Source: an optimization exercise on an open RTL-to-GDS flow (aim: small area, a short achievable clock period and few clock cycles per item). Production flows keep margins and buffers that such runs may drop.
Only simulation tests tie the RTL to the original design; equivalence was not proved.

## flow/design.v (module list and top-level ports; edited modules follow where they fit)
// module fpu_s: 193 lines
// module fma_spec: 36 lines
// module fma_pre: 39 lines
// module fma_align: 33 lines
// module lzc32: 24 lines
// module fp_round2: 27 lines
// module fma_add: 72 lines
// module fpu_misc: 54 lines
// module fpu_cvt: 82 lines
// module f2i_post: 15 lines
// module srt4_sel: 25 lines
// module srt4_step: 30 lines
// module srt4_first: 48 lines
// module mul24: 1597 lines
module fpu_s (
  input         clk,
  input         rst_n,
  input         req_valid,
  input  [6:0]  req_opcode,
  input  [6:0]  req_f7,
  input  [2:0]  req_rm,
  input  [4:0]  req_rs2,
  input  [31:0] req_v1,
  input  [31:0] req_v2,
  input  [31:0] req_v3,
  output        resp_valid,
  output [31:0] resp_value,
  output [4:0]  resp_fflags
);
  // ...
==> flow/run.sh <==
#!/bin/bash
# synth_recipe.tcl (not shown) runs the flow's synth.tcl, then flattens the netlist and writes it again
# the make line also repeats each setting of config.mk as NAME=value (left out here)
make -C /OpenROAD-flow-scripts/flow DESIGN_CONFIG=/design/flow/config.mk WORK_HOME=/design/flow/orfs CLKGATE_MAP_FILE= SYNTH_SCRIPT=/design/flow/synth_recipe.tcl finish
==> flow/config.mk <==
export PLATFORM = sky130hd
export DESIGN_NAME = fpu_s
export DESIGN_NICKNAME = fpu_s
export VERILOG_FILES = /design/flow/design.v
export SDC_FILE = /design/flow/constraint.sdc
export NUM_CORES = 8
export LEC_CHECK = 0
export CAP_MARGIN = 20
export CORE_MARGIN = 2
export CORE_UTILIZATION = 40
export SETUP_SLACK_MARGIN = 5
export SLEW_MARGIN = 20
==> flow/constraint.sdc <==
create_clock -name core_clock -period 20.0 [get_ports {clk}]
set_input_delay 4.0000 -clock core_clock [delete_from_list [all_inputs] [get_ports {clk}]]
set_output_delay 4.0000 -clock core_clock [all_outputs]
set_load 0.01 [all_outputs]
==> reports/results.txt, run 1 <==
post-synthesis mux area share = 6.95%
area of the multi-input gates = 66200 µm²
Crit. Startpoint = req_v1[15]
post_cts resized = 118
max-capacitance violation count = 0
GR Util met2 = 60.7%
delay-heaviest family, CP = adder cells
Layout area overhead = 9.52%
status = finished clean
CTS tree = yes
Clock Buffer Count = 48
Setup Skew = 0.0484 ns
Compound-Gate Fraction of Synth Area = 25.7%
Highest Signal Layer = met5
DR WL/cell = 32.5 µm
post-synthesis sequential area ratio = 7.18%
Yosys cell types = 123
final hold slack = 0.488 ns
GPL Wtd Cong = 1.08
most common cell in the netlist = nand2_1
GRT Util Overall = 41.7%
XOR/XNOR share of the synthesized area = 4.07%
end-of-flow core utilization = 44.0%
largest register by flop count = ds_ws
Hold EP = cnt[2]
fill cell count = 19700
setup TNS = 0 ns
largest cells by area after synthesis = fa_1 (16%), ha_1 (8.3%), dfxtp_1 (6.5%)
Mean Syn Cell Area = 7.17 µm²
Root Buffer = clkbuf_16
Max clock buf depth = 3
fin crit period = 14.79 ns
Cell Rows = 161
vias in the first global route = 83100
CTS buffer count = 37
cell accounting for the most synthesized area = fa_1
Clk Latency, worst-skew pair = 0.61 ns
Core ar. = 192000 µm²
hold crit path type = register to register
Post-Layout Cell Count = 13200
DR WL met3 = 52800 µm
Tightest Pin Transition = 1.34 ns
Testbench counts, summed over its fixed seeds: cycles 2,982, ops 2,400.
==> run 2, diff against run 1 <==
==> flow/flow/run.sh (new file) <==
#!/bin/bash
# Layout flow: the standard synthesis unchanged, then the standard ORFS
# steps (floorplan to finish) with timing repair aimed at a setup margin of
# 6 ns. The clock period and all constraints stay the design's.
# Each step's full output goes to a log file in this folder.
set -euo pipefail
bash standard.sh synth > synth.log 2>&1
bash standard.sh SETUP_SLACK_MARGIN=6 finish > layout.log 2>&1
==> flow/standard.sh (new file) <==
#!/bin/bash
# synth_recipe.tcl (not shown) runs the flow's synth.tcl, then flattens the netlist and writes it again
# the make line also repeats each setting of config.mk as NAME=value (left out here)
make -C /OpenROAD-flow-scripts/flow DESIGN_CONFIG=/design/flow/config.mk WORK_HOME=/design/flow/orfs CLKGATE_MAP_FILE= SYNTH_SCRIPT=/design/flow/synth_recipe.tcl "${@:-finish}"
--- a/flow/config.mk
+++ b/flow/config.mk
@@ -9,4 +9,3 @@
 export CORE_MARGIN = 2
 export CORE_UTILIZATION = 40
-export SETUP_SLACK_MARGIN = 5
 export SLEW_MARGIN = 20
removed: flow/run.sh
==> reports/results.txt, run 2 <==
status = finished clean (unchanged)
Tightest Pin Transition = 1.25 ns (was 1.34 ns)
Clk Latency, worst-skew pair = 0.62 ns (was 0.61 ns)
share of post-route cells with drive strength above 1 = 12.7% (was 9.48%)
post-synthesis register bit count = 269 (unchanged)
WL met2 = 178000 µm (was 174000 µm)
Starting DRT DRC Count = 12500 (was 12600)
Layout area overhead = 13.7% (was 9.52%)
required time worst endpoint = 20.26 ns (was 20.32 ns)
Design Area, Final = 88000 µm² (was 84700 µm²)
largest net degree at the start of global routing = 122 (was 87)
largest register by flop count = ds_ws (unchanged)
initial antenna violation count = 33 (was 41)
GRT Util Overall = 42.2% (was 41.7%)
FFs w/ async S/R, synth = 0% (unchanged)
Root Buffer = clkbuf_16 (unchanged)
Cell Rows = 161 (unchanged)
DR WL met3 = 51700 µm (was 52800 µm)
Crit Path Max Fanout = 27 (was 46)
unrepaired setup endpoints after global routing = yes (unchanged)
post-synthesis sequential area ratio = 7.18% (unchanged)
clk slew on worst S/H paths = 0.06 ns (was 0.07 ns)
fin crit period = 13.86 ns (was 14.79 ns)
biggest regs = ds_ws (33), misc_res (32), ds_wc (31) (unchanged)
CTS Sinks = 269 (unchanged)
most used cell, CP = fa_1 (unchanged)
# setup viols final = 0 (unchanged)
CP endpoint kind = register (unchanged)
global route overflow = 0 (unchanged)
initial core utilization = 40.2% (unchanged)
commonest register cell after synthesis = dfxtp_1 (unchanged)
number of flops mapped to enable cells by yosys = 17 (unchanged)
Met1 Wirelength = 168000 µm (was 164000 µm)
fmax = 0.0722 GHz (was 0.0676 GHz)
commonest non-fill, non-tap cell in the layout = nand2_1 (unchanged)
CTS buffer count = 36 (was 37)
vias per inst = 6.61 (was 6.66)
CTS tree = yes (unchanged)
most frequent cells in the layout = nand2_1 (1153), inv_1 (1013), nor2_1 (1007) (was nand2_1 (1165), inv_1 (1026), nor2_1 (1011))
CP arrival = 14.12 ns (was 15.11 ns)
vias in the first global route = 83100 (about the same)
DP Area = 81700 µm² (was 81800 µm²)
setup TNS = 0 ns (unchanged)
CP Class = primary input to register (unchanged)
Ports = 159 (unchanged)
pre-CTS WS = 2.54 ns (was 2.99 ns)
Post-Layout Cell Count = 13300 (was 13200)
final worst slack = 6.14 ns (was 5.21 ns)
Final Hold Viols = 0 (unchanged)
max-slew violation count = 0 (unchanged)
Highest Signal Layer = met5 (unchanged)
Die ar. = 197000 µm² (unchanged)
DR vias = 88200 (was 87900)
Antenna Nets Post-Route = 0 (unchanged)
largest cells by area after synthesis = fa_1 (16%), ha_1 (8.3%), dfxtp_1 (6.5%) (unchanged)
Crit. Startpoint = req_v2[5] (was req_v1[15])
first-pass GRT wire length = 609000 µm (was 604000 µm)
GPL Wtd Cong = 1.08 (about the same)
H-tree depth = 2 (unchanged)
Mean Syn Cell Area = 7.17 µm² (unchanged)
nets = 12000 (was 11900)
CP startpoint kind = primary input (unchanged)
hold crit path type = register to register (unchanged)
Worst R2R Start = ds_sq (was ds_wc[25])
most common library cells after synthesis = nand2_1 (1173), inv_1 (1036), nor2_1 (1036) (unchanged)
crit share post-route = 69.3% (was 73.9%)
Post-Syn Area = 77300 µm² (unchanged)
port bufs = 153 (unchanged)
Synth Instances = 10800 (unchanged)
Setup Skew = 0.0564 ns (was 0.0484 ns)
hpwl dp = 331000 µm (was 329000 µm)
cell accounting for the most synthesized area = fa_1 (unchanged)
DR WL/cell = 32.5 µm (about the same)
HP Start = f_spec (was cnt[2])
die width = 444 µm (unchanged)
most common cell in the netlist = nand2_1 (unchanged)
Pre-antenna DRT Iters = 13 (was 9)
Yosys warnings = 8 (unchanged)
CP peak stage delay = 0.57 ns (was 0.74 ns)
Core ar. = 192000 µm² (unchanged)
Largest register FFs = 33 (unchanged)
Max clock buf depth = 3 (unchanged)
CP max-delay cell = or4_1 (was o21ai_0)
Die Height = 444 µm (unchanged)
Post-route DRC = 0 (unchanged)
DRT Wirelength = 434000 µm (was 428000 µm)
max-capacitance violation count = 0 (unchanged)
Yosys cell types = 123 (unchanged)
Synth top area share = 15.9% (unchanged)
Rel. slew slack = 16.5% (was 10.4%)
placed insts = 13000 (was 13100)
## run 2: timing repair
action / in CTS / in global routing
pin swaps: 37 / 80
endpoints found under the setup margin: 240 / 159
resized for setup: 401 / 323
cloned: 5 / 11
endpoints found under the hold margin: 0 / 0
hold buffers: 0 / 0
setup buffers: 76 / 108
## run 2: cells by family (layout without fill, tap and decap cells)
group                    Yosys count  after routing  synth area share, %
XOR/XNOR                         359            359                 4.07
adder cells (fa/ha/maj)         1127           1127                 24.2
AND/OR/NAND/NOR                 3754           3754                 23.0
other                              1             32              0.00485
flip-flops                       269            269                 7.18
multiplexers                     452            452                 6.95
AO/OA/AOI/OAI                   3022           3023                 25.7
buffers and inverters           1801           1795                 8.90
## run 2: critical path, delay by kind of cell
| kind | cells | cell delay, ns |
|---|---|---|
| mux | 1 | 0.35 |
| simple gates | 9 | 2.45 |
| buf+inv | 11 | 2.20 |
| fa+ha+maj | 8 | 3.61 |
| compound gates | 7 | 1.44 |
## run 2: per-layer routing
metal	global-route usage, %	vias to the layer above
li1	-	37800
met1	54.8	43100
met2	61.1	5948
met3	11.0	1392
met4	28.4	16
met5	0	-
## run 2: area by class of cell
| type | instances | area (µm²) |
|---|---|---|
| fillers | 19500 | 104000 |
| multi-input cells | 8721 | 67700 |
| repair buffers | 670 | 6090 |
| flip-flops and latches | 269 | 5610 |
| inverters | 1056 | 4080 |
| well taps | 2526 | 3160 |
| clock buffers | 52 | 1080 |
| clock inverters | 14 | 175 |
| diodes | 26 | 65.1 |
| repair inverters | 3 | 21.3 |
## run 2: worst paths after layout
check	endpoint	slack, ns	cells after the start
worst max-delay path	f_y[0]	6.14	36
worst max register to register	ds_ws[19]	6.27	63
worst min register to register	f_spec	0.47	2
worst min-delay path	f_spec	0.47	2
## run 2: stage by stage
step	hold WS, ns	utilization, %
2_1_floorplan	0.433	-
3_3_place_gp	0.445	42.5
3_5_place_dp	0.454	42.5
4_1_cts	0.468	44.4
5_1_grt	0.500	45.7
6_report	0.468	45.7

## separate check: timing with driven ports
The results above use ideal ports. As a check the final layouts listed here were re-extracted and re-timed, cells and wires unchanged.
Step 1 assumes that a clkbuf_16 drives the clock port and a buf_2 every other input.
Step 2 also shifts input and output timing later by t, the mid clock arrival at the registers, as if the neighbouring blocks saw the same clock.
Three values: ideal, step 1, step 2; two values: the first two.
run	t (ns)	slack for setup (ns)	clock arrival spread, ns	slew at the worst register clock pin (ns)	cell pins on the clock port's net
run 1	0.661	5.213 / 5.184 / 4.605	0.048 / 0.049	0.07 / 0.07	1
run 2	0.665	6.141 / 6.190 / 5.525	0.057 / 0.057	0.07 / 0.07	1
After both steps every run listed still meets setup and hold. The setup slack of run 2, which loses most, moves by +0.049 ns with the drivers and by -0.616 ns with both steps.
